Background: an optimization exercise with open tools, aiming at small area and few clock cycles. Do not read the settings as production practice.
In this exercise RTL edits were held to simulation tests only and were not proved equivalent to the original.
The clock port is modelled as an ideal driver, which makes a skipped or thinned clock tree look cheaper than it is; a real chip needs a root buffer or a tree.
Power figures rest on the tool's default switching activity, not on a simulated workload.

## 01-10
Design diff2d, start of the top module:
module diff2d(i_clk, i_reset, i_data, i_start, o_datax, o_datay, o_address, o_Dx_addr, o_DyValid, o_DxValid, o_bussy);
For scale: ~280 cells after synthesis, roughly 81 flip-flops, about 130 I/O pins, roughly 3600 um2 of cells after synthesis.
export LEC_CHECK = 0
export CAP_MARGIN = 20
export CORE_MARGIN = 2
export CORE_UTILIZATION = 70
export SLEW_MARGIN = 20
create_clock -name core_clock -period 10.0 [get_ports {i_clk}]
standard.sh (not shown) runs the stock make flow with config.mk's settings and CLKGATE_MAP_FILE= SYNTH_SCRIPT=/design/flow/synth_recipe.tcl, a recipe that flattens the netlist after the stock synthesis.
==> flow/flow/run.sh <==
#!/bin/bash
# The standard layout, with the smallest buffer on each port and a two-level
# clock tree built by flow/pre_cts.tcl. make's full output goes to flow.log.
set -euo pipefail
export BUFFER_PORTS_ARGS="-buffer_cell sky130_fd_sc_hd__buf_1"
export PRE_CTS_TCL="$PWD/flow/pre_cts.tcl"
export CLOCK_LEAVES=8
export CLOCK_LEAF_BUF=sky130_fd_sc_hd__clkbuf_4
export CLOCK_ROOT_BUF=sky130_fd_sc_hd__clkbuf_1
bash standard.sh > flow.log 2>&1
==> flow/flow/pre_cts.tcl <==
# Clock tree built by hand: the registers are split into CLOCK_LEAVES groups by
# position (halving alternately along x and y); a leaf buffer at each group's
# centre drives that group's clock pins, and a root buffer at the centre of the
# leaves drives the leaves. The clock port drives only the root buffer.
set blk [ord::get_db_block]
set clk [$blk findNet i_clk]

proc centre { iterms } {
  set xs 0.0
  set ys 0.0
  foreach it $iterms {
    set bb [[$it getInst] getBBox]
    set xs [expr { $xs + ([$bb xMin] + [$bb xMax]) / 2.0 }]
    set ys [expr { $ys + ([$bb yMin] + [$bb yMax]) / 2.0 }]
  }
  set n [llength $iterms]
  return [list [expr { int($xs / $n) }] [expr { int($ys / $n) }]]
}

proc split_groups { iterms levels axis } {
  if { $levels == 0 } { return [list $iterms] }
  set keyed {}
  foreach it $iterms {
    set bb [[$it getInst] getBBox]
    if { $axis == 0 } { set k [expr { [$bb xMin] + [$bb xMax] }] } else { set k [expr { [$bb yMin] + [$bb yMax] }] }
    lappend keyed [list $k $it]
  }
  set sorted {}
  foreach p [lsort -integer -index 0 $keyed] { lappend sorted [lindex $p 1] }
  set h [expr { [llength $sorted] / 2 }]
  set a [lrange $sorted 0 [expr { $h - 1 }]]
  set b [lrange $sorted $h end]
  return [concat [split_groups $a [expr { $levels - 1 }] [expr { 1 - $axis }]] \
                 [split_groups $b [expr { $levels - 1 }] [expr { 1 - $axis }]]]
}

proc add_buffer { blk master name netname driver_net loads } {
  set inst [odb::dbInst_create $blk $master $name]
  set net [odb::dbNet_create $blk $netname]
  $net setSigType CLOCK
  foreach it $loads {
    $it disconnect
    $it connect $net
  }
  [$inst findITerm X] connect $net
  [$inst findITerm A] connect $driver_net
  set c [centre $loads]
  set w [[$inst getMaster] getWidth]
  $inst setLocation [expr { [lindex $c 0] - $w / 2 }] [lindex $c 1]
  $inst setPlacementStatus PLACED
  return $inst
}

set sinks {}
foreach it [$clk getITerms] { lappend sinks $it }
set levels [expr { int(log($::env(CLOCK_LEAVES)) / log(2) + 0.5) }]
set groups [split_groups $sinks $levels 0]
set leaf_master [[ord::get_db] findMaster $::env(CLOCK_LEAF_BUF)]
set root_master [[ord::get_db] findMaster $::env(CLOCK_ROOT_BUF)]
set leaves {}
set k 0
foreach g $groups {
  set inst [add_buffer $blk $leaf_master clkbuf_leaf_$k clknet_leaf_$k $clk $g]
  puts "clock leaf $k: [llength $g] registers"
  lappend leaves [$inst findITerm A]
  incr k
}
add_buffer $blk $root_master clkbuf_root clknet_root $clk $leaves
puts "clock root drives $k leaves"

# the tree is built: clock_tree_synthesis has nothing left to do
proc clock_tree_synthesis { args } {
  puts "clock_tree_synthesis skipped: the clock tree was built by pre_cts.tcl"
}
Testbench counts of 01-10, summed over its fixed seeds: cycles 196,680.
Input changes introduced in 04-18 (baseline for comparison: 01-10):
diff --git a/flow/flow/run.sh b/flow/flow/run.sh
--- a/flow/flow/run.sh
+++ b/flow/flow/run.sh
@@ -7,4 +7,4 @@
 export CLOCK_LEAVES=8
 export CLOCK_LEAF_BUF=sky130_fd_sc_hd__clkbuf_4
-export CLOCK_ROOT_BUF=sky130_fd_sc_hd__clkbuf_1
+export CLOCK_ROOT_BUF=sky130_fd_sc_hd__clkbuf_2
 bash standard.sh > flow.log 2>&1
Notes after the runs:
Diff 04-18..01-10 | wire length of the first global-routing pass | negligible
When 04-18 is set beside 01-10, its ratio of final minimum period to clock period turns out to be 2.2 points smaller.
~same core utilization of the finished layout in 04-18 and 01-10
Per the comparison of 04-18 with 01-10, routed wire length saw little to no change; met3 layer wire length in the routed design saw a decrease; data arrival time of the worst path saw a decrease.
The area growth from synthesis to final layout on 04-18 is in line with that on 01-10.
Compared 04-18 against 01-10; internal power within noise.
| worst setup slack after layout | lower: 01-10 |
Between 01-10 and 04-18, the worst-case hold slack does not differ in any meaningful way.
No run of this note takes its clock network from TritonCTS; it comes from the design's own scripts or RTL.

## static timing again, ports no longer ideal
How much do the figures lean on ideal ports? The routed layouts below were timed once more, with nothing changed but the port constraints.
Step 1 sets driving cells, clkbuf_16 on the clock port and buf_2 on the other inputs (assumed; they add their load-dependent delay and slew).
Step 2 times the ports against the registers' clock, not the clock port: input delays grow and output delays shrink by t, the midpoint of the rising clock arrivals with the driver on.
Slacks: no drivers / after step 1 / after step 2; pairs: no drivers / after step 1.
| run | shift t [ns] | slack for setup (ns) | hold slack, ns | worst setup path after step 2 | worst register clock-pin slew, ns |
|---|---|---|---|---|---|
| 01-10 | 0.704 | 0.669 / 0.643 / 1.347 | 0.481 / 0.481 / 0.481 | register to output | 0.11 / 0.11 |
| 04-18 | 0.488 | 0.886 / 0.861 / 1.349 | 0.480 / 0.480 / 0.480 | register to output | 0.11 / 0.11 |
After both steps every run listed still meets setup and hold.
